Background: an optimization exercise with open tools, aiming at small area. Do not read the settings as production practice. The RTL was checked by simulation tests, not by an equivalence proof against the original design. The clock port is modelled as an ideal driver, which makes a skipped or thinned clock tree look cheaper than it is; a real chip needs a root buffer or a tree. Power is estimated from default activity; no workload was simulated.

Design traffic_light_controller, start of the top module:
module traffic_light_controller(
  input         clk, reset,
                e_left_sensor,   
                 e_str_sensor,
                w_left_sensor,
                 w_str_sensor,
                    ns_sensor,
  output light_package::colors e_left_light ,   
                 e_str_light ,
                w_left_light ,
                 w_str_light ,
                    ns_light );
export LEC_CHECK = 0
export CAP_MARGIN = 20
export CORE_AREA = 2.3 2.72 57.7 57.28
export CTS_BUF_LIST = sky130_fd_sc_hd__clkbuf_2
export DIE_AREA = 0 0 60 60
export SLEW_MARGIN = 20
create_clock -name core_clock -period 7.0 [get_ports {clk}]
standard.sh (not shown) runs the stock make flow with config.mk's settings and CLKGATE_MAP_FILE= SYNTH_SCRIPT=/design/flow/synth_recipe.tcl, a recipe that flattens the netlist after the stock synthesis.
==> flow/flow/run.sh <==
#!/bin/bash
# Standard ORFS layout with two changes:
#  - synthesis maps the logic with an area-oriented ABC script (flow/abc.script)
#    in place of ORFS's own; everything else in synthesis is the standard script;
#  - port buffers are sky130_fd_sc_hd__buf_1 cells.
set -euo pipefail
cd "$(dirname "$0")/.."
W=$PWD
rm -rf "$W/scripts_synth"
cp -r "$FLOW_HOME/scripts" "$W/scripts_synth"
cp "$W/flow/abc.script" "$W/scripts_synth/abc_area.script"
SCRIPTS_DIR="$W/scripts_synth" ABC_AREA=1 bash standard.sh synth > "$W/synth.log" 2>&1
export BUFFER_PORTS_ARGS="-buffer_cell sky130_fd_sc_hd__buf_1"
bash standard.sh > "$W/layout.log" 2>&1
==> flow/flow/abc.script <==
strash
&get -n
&deepsyn -T 30
&put
dch
amap
topo
stime -c
The first run completed with no timing, DRC or antenna violations.
Then changed:
CORE_UTILIZATION = 40   (was not set)
CTS_BUF_LIST = sky130_fd_sc_hd__clkbuf_1   (was sky130_fd_sc_hd__clkbuf_2)
Result: This time the run aborted during floorplan.

v22:
Starting RTL as in the previous note.
Settings: LEC_CHECK=0, CAP_MARGIN=20, CORE_AREA=2.3 2.72 57.7 57.28, CTS_BUF_LIST=sky130_fd_sc_hd__clkbuf_1 sky130_fd_sc_hd__clkbuf_2, DIE_AREA=0 0 60 60, SLEW_MARGIN=20; clock period 7.0 ns.
==> flow/flow/run.sh <==
#!/bin/bash
# Standard ORFS layout with three changes:
#  - synthesis maps the logic with an area-oriented ABC script (flow/abc.script)
#    in place of ORFS's own; everything else in synthesis is the standard script;
#  - port buffers are sky130_fd_sc_hd__buf_1 cells;
#  - the clock tree is a single buffer (flow/cts_simple.tcl) in place of
#    TritonCTS's tree; the rest of the CTS step (repair, placement) is standard.
set -euo pipefail
cd "$(dirname "$0")/.."
W=$PWD
rm -rf "$W/scripts_mod"
cp -r "$FLOW_HOME/scripts" "$W/scripts_mod"
cp "$W/flow/abc.script" "$W/scripts_mod/abc_area.script"
python3 - "$W/scripts_mod/cts.tcl" "$W/flow/cts_simple.tcl" <<'PY'
import sys
p, s = sys.argv[1], sys.argv[2]
t = open(p).read()
old = "log_cmd clock_tree_synthesis {*}$cts_args"
assert old in t
open(p, "w").write(t.replace(old, "source " + s))
PY
export SCRIPTS_DIR="$W/scripts_mod"
export SIMPLE_CTS_BUF=sky130_fd_sc_hd__clkbuf_4
export BUFFER_PORTS_ARGS="-buffer_cell sky130_fd_sc_hd__buf_1"
ABC_AREA=1 bash standard.sh synth > "$W/synth.log" 2>&1
bash standard.sh > "$W/layout.log" 2>&1
==> flow/flow/cts_simple.tcl <==
# Clock tree for a handful of flip-flops: one clock buffer, placed at the
# centroid of the flip-flops, drives every clock pin.
set block [ord::get_db_block]
set sx 0.0; set sy 0.0; set n 0
foreach inst [$block getInsts] {
  if {[string match "sky130_fd_sc_hd__df*" [[$inst getMaster] getName]]} {
    set loc [$inst getLocation]
    set sx [expr {$sx + [lindex $loc 0]}]
    set sy [expr {$sy + [lindex $loc 1]}]
    incr n
  }
}
set dbu [$block getDbUnitsPerMicron]
set x [expr {$sx / $n / $dbu}]
set y [expr {$sy / $n / $dbu}]
puts "simple CTS: $n flip-flops, buffer at $x $y"
insert_buffer -buffer_cell $::env(SIMPLE_CTS_BUF) -net [get_nets clk] -location [list $x $y] -buffer_name clkbuf_root -net_name clk_root
set_propagated_clock [all_clocks]
report_clock_skew
Scripts as last shown in full above: flow/flow/abc.script
Setup changes, v22 to v39
==> flow/flow/run.sh <==
#!/bin/bash
# Standard ORFS layout with two changes:
#  - synthesis maps the logic with an area-oriented ABC script (flow/abc.script)
#    in place of ORFS's own; everything else in synthesis is the standard script;
#  - port buffers are sky130_fd_sc_hd__buf_1 cells.
set -euo pipefail
cd "$(dirname "$0")/.."
W=$PWD
rm -rf "$W/scripts_synth"
cp -r "$FLOW_HOME/scripts" "$W/scripts_synth"
cp "$W/flow/abc.script" "$W/scripts_synth/abc_area.script"
SCRIPTS_DIR="$W/scripts_synth" ABC_AREA=1 bash standard.sh synth > "$W/synth.log" 2>&1
export BUFFER_PORTS_ARGS="-buffer_cell sky130_fd_sc_hd__buf_1"
bash standard.sh > "$W/layout.log" 2>&1
--- a/flow/config.mk
+++ b/flow/config.mk
@@ -9,4 +9,6 @@
 export CORE_AREA = 2.3 2.72 57.7 57.28
 export CTS_BUF_LIST = sky130_fd_sc_hd__clkbuf_1 sky130_fd_sc_hd__clkbuf_2
+export CTS_CLUSTER_DIAMETER = 100
+export CTS_CLUSTER_SIZE = 10
 export DIE_AREA = 0 0 60 60
 export SLEW_MARGIN = 20
removed: flow/flow/cts_simple.tcl
[summary]
- v39 does better than v22 on first-iteration DRC count.
- Compare v22 and v39 | sequential share of layout area lower: v39
- v22 → v39: power per cell area rose by 2.5%; signed area change from the synthesized netlist to the final layout +2.1 points; minimum setup slack in the final design saw a decrease.
- Both conditions hold for v39: the flow ran to the end and the final layout passed the timing, DRC and antenna checks.
In v22 the design's own scripts or RTL, not TritonCTS, make the clock network.

red:
Starting RTL as in the previous note.
Design traffic_light_controller, start of the top module:
module traffic_light_controller(
  input         clk, reset,
                e_left_sensor,   
                 e_str_sensor,
                w_left_sensor,
                 w_str_sensor,
                    ns_sensor,
  output light_package::colors e_left_light ,   
                 e_str_light ,
                w_left_light ,
                 w_str_light ,
                    ns_light );
==> flow/config.mk <==
export PLATFORM = sky130hd
export DESIGN_NAME = traffic_light_controller
export DESIGN_NICKNAME = traffic_light_controller
export VERILOG_FILES = /design/flow/design.v
export SDC_FILE = /design/flow/constraint.sdc
export NUM_CORES = 4
export LEC_CHECK = 0
export CAP_MARGIN = 20
export CORE_AREA = 2.3 2.72 57.7 57.28
export CTS_BUF_LIST = sky130_fd_sc_hd__clkbuf_1 sky130_fd_sc_hd__clkbuf_2
export DIE_AREA = 0 0 60 60
export SLEW_MARGIN = 20
==> flow/constraint.sdc <==
create_clock -name core_clock -period 7.0 [get_ports {clk}]
set_input_delay 1.4000 -clock core_clock [delete_from_list [all_inputs] [get_ports {clk}]]
set_output_delay 1.4000 -clock core_clock [all_outputs]
set_load 0.01 [all_outputs]
==> flow/flow/run.sh <==
#!/bin/bash
# Standard ORFS layout with two changes:
#  - synthesis maps the logic with an area-oriented ABC script (flow/abc.script)
#    in place of ORFS's own; everything else in synthesis is the standard script;
#  - port buffers are sky130_fd_sc_hd__buf_1 cells.
set -euo pipefail
cd "$(dirname "$0")/.."
W=$PWD
rm -rf "$W/scripts_synth"
cp -r "$FLOW_HOME/scripts" "$W/scripts_synth"
cp "$W/flow/abc.script" "$W/scripts_synth/abc_area.script"
SCRIPTS_DIR="$W/scripts_synth" ABC_AREA=1 bash standard.sh synth > "$W/synth.log" 2>&1
export BUFFER_PORTS_ARGS="-buffer_cell sky130_fd_sc_hd__buf_1"
export CTS_ARGS="-buf_list sky130_fd_sc_hd__clkbuf_2 -root_buf sky130_fd_sc_hd__clkbuf_2 -repair_clock_nets"
bash standard.sh > "$W/layout.log" 2>&1
Scripts as last shown in full above: flow/flow/abc.script
red finished all stages; the layout is clean.
--- input diff red..blue ---
==> flow/flow/run.sh <==
#!/bin/bash
# Standard ORFS layout with three changes:
#  - synthesis maps the logic with an area-oriented ABC script (flow/abc.script)
#    in place of ORFS's own; everything else in synthesis is the standard script;
#  - port buffers are sky130_fd_sc_hd__buf_1 cells;
#  - the clock tree is a single buffer (flow/cts_simple.tcl) in place of
#    TritonCTS's tree; the rest of the CTS step (repair, placement) is standard.
set -euo pipefail
cd "$(dirname "$0")/.."
W=$PWD
rm -rf "$W/scripts_mod"
cp -r "$FLOW_HOME/scripts" "$W/scripts_mod"
cp "$W/flow/abc.script" "$W/scripts_mod/abc_area.script"
python3 - "$W/scripts_mod/cts.tcl" "$W/flow/cts_simple.tcl" <<'PY'
import sys
p, s = sys.argv[1], sys.argv[2]
t = open(p).read()
old = "log_cmd clock_tree_synthesis {*}$cts_args"
assert old in t
open(p, "w").write(t.replace(old, "source " + s))
PY
export SCRIPTS_DIR="$W/scripts_mod"
export SIMPLE_CTS_BUF=sky130_fd_sc_hd__clkbuf_4
export BUFFER_PORTS_ARGS="-buffer_cell sky130_fd_sc_hd__buf_1"
ADDER_MAP_FILE= ABC_AREA=1 bash standard.sh synth > "$W/synth.log" 2>&1
bash standard.sh > "$W/layout.log" 2>&1
==> flow/flow/cts_simple.tcl (new file) <==
# Clock tree for a handful of flip-flops: one clock buffer, placed at the
# centroid of the flip-flops, drives every clock pin.
set block [ord::get_db_block]
set sx 0.0; set sy 0.0; set n 0
foreach inst [$block getInsts] {
  if {[string match "sky130_fd_sc_hd__df*" [[$inst getMaster] getName]]} {
    set loc [$inst getLocation]
    set sx [expr {$sx + [lindex $loc 0]}]
    set sy [expr {$sy + [lindex $loc 1]}]
    incr n
  }
}
set dbu [$block getDbUnitsPerMicron]
set x [expr {$sx / $n / $dbu}]
set y [expr {$sy / $n / $dbu}]
puts "simple CTS: $n flip-flops, buffer at $x $y"
insert_buffer -buffer_cell $::env(SIMPLE_CTS_BUF) -net [get_nets clk] -location [list $x $y] -buffer_name clkbuf_root -net_name clk_root
set_propagated_clock [all_clocks]
report_clock_skew
==> comparison <==
blue completed end to end with timing, DRC and antenna clean.
Comparing blue against red, there is no change at all in core area.
What red reported for overall power has to be multiplied by 0.846 to get the figure for blue.
Sequential portion of the cell area for blue is higher than for red.
Simple logic cell fraction of the synthesized area in blue is 3.1 points above red.
Logic gate share of total power on blue is up relative to red.
Against red as the reference, blue delivers a lower number of instances in the placed design.
When blue is measured against red, its global-route wire length before repair turns out 190 µm lower.
In the final reports, the cell area of blue is smaller than that of red.
Compare red and blue | routed metal-1 wirelength higher: red
Combined buffer and inverter count along the critical path delta for blue relative to red: 1 lower
Compared to red, blue shows a narrower setup margin.
The clock cells of blue come from the design's own scripts or RTL, not from TritonCTS.

afterwards: timing with drivers on the ports:
The results above use ideal ports. As a check the final layouts listed here were re-extracted and re-timed, cells and wires unchanged. Step 1, drivers: a clkbuf_16 drives clk and a buf_2 each remaining input, both assumed. Step 2 adds t to the input delays and takes it off the output delays; t is the mean of the earliest and latest rising clock arrival at the registers after step 1. Input paths then give back, and output paths get back, about the clock's delay inside the block. Slacks: no drivers / after step 1 / after step 2; pairs: no drivers / after step 1.
| run | t, ns | setup slack, ns | worst setup path after step 2 | clock arrival spread, ns |
|---|---|---|---|---|
| the first run of note 1 | 0.253 | 4.001 / 3.980 / 4.074 | input to register | 0.007 / 0.006 |
| v22 | 0.170 | 4.069 / 4.049 / 4.059 | input to register | 0.001 / 0.000 |
| v39 | 0.254 | 3.999 / 3.977 / 4.028 | input to register | 0.006 / 0.006 |
| red | 0.253 | 4.001 / 3.980 / 4.074 | input to register | 0.007 / 0.006 |
| blue | 0.161 | 3.931 / 3.912 / 3.952 | input to register | 0.000 / 0.000 |
After both steps every run listed still meets setup and hold. For v22, which loses most, drivers alone change the setup slack by -0.020 ns; drivers and shift together by -0.010 ns.
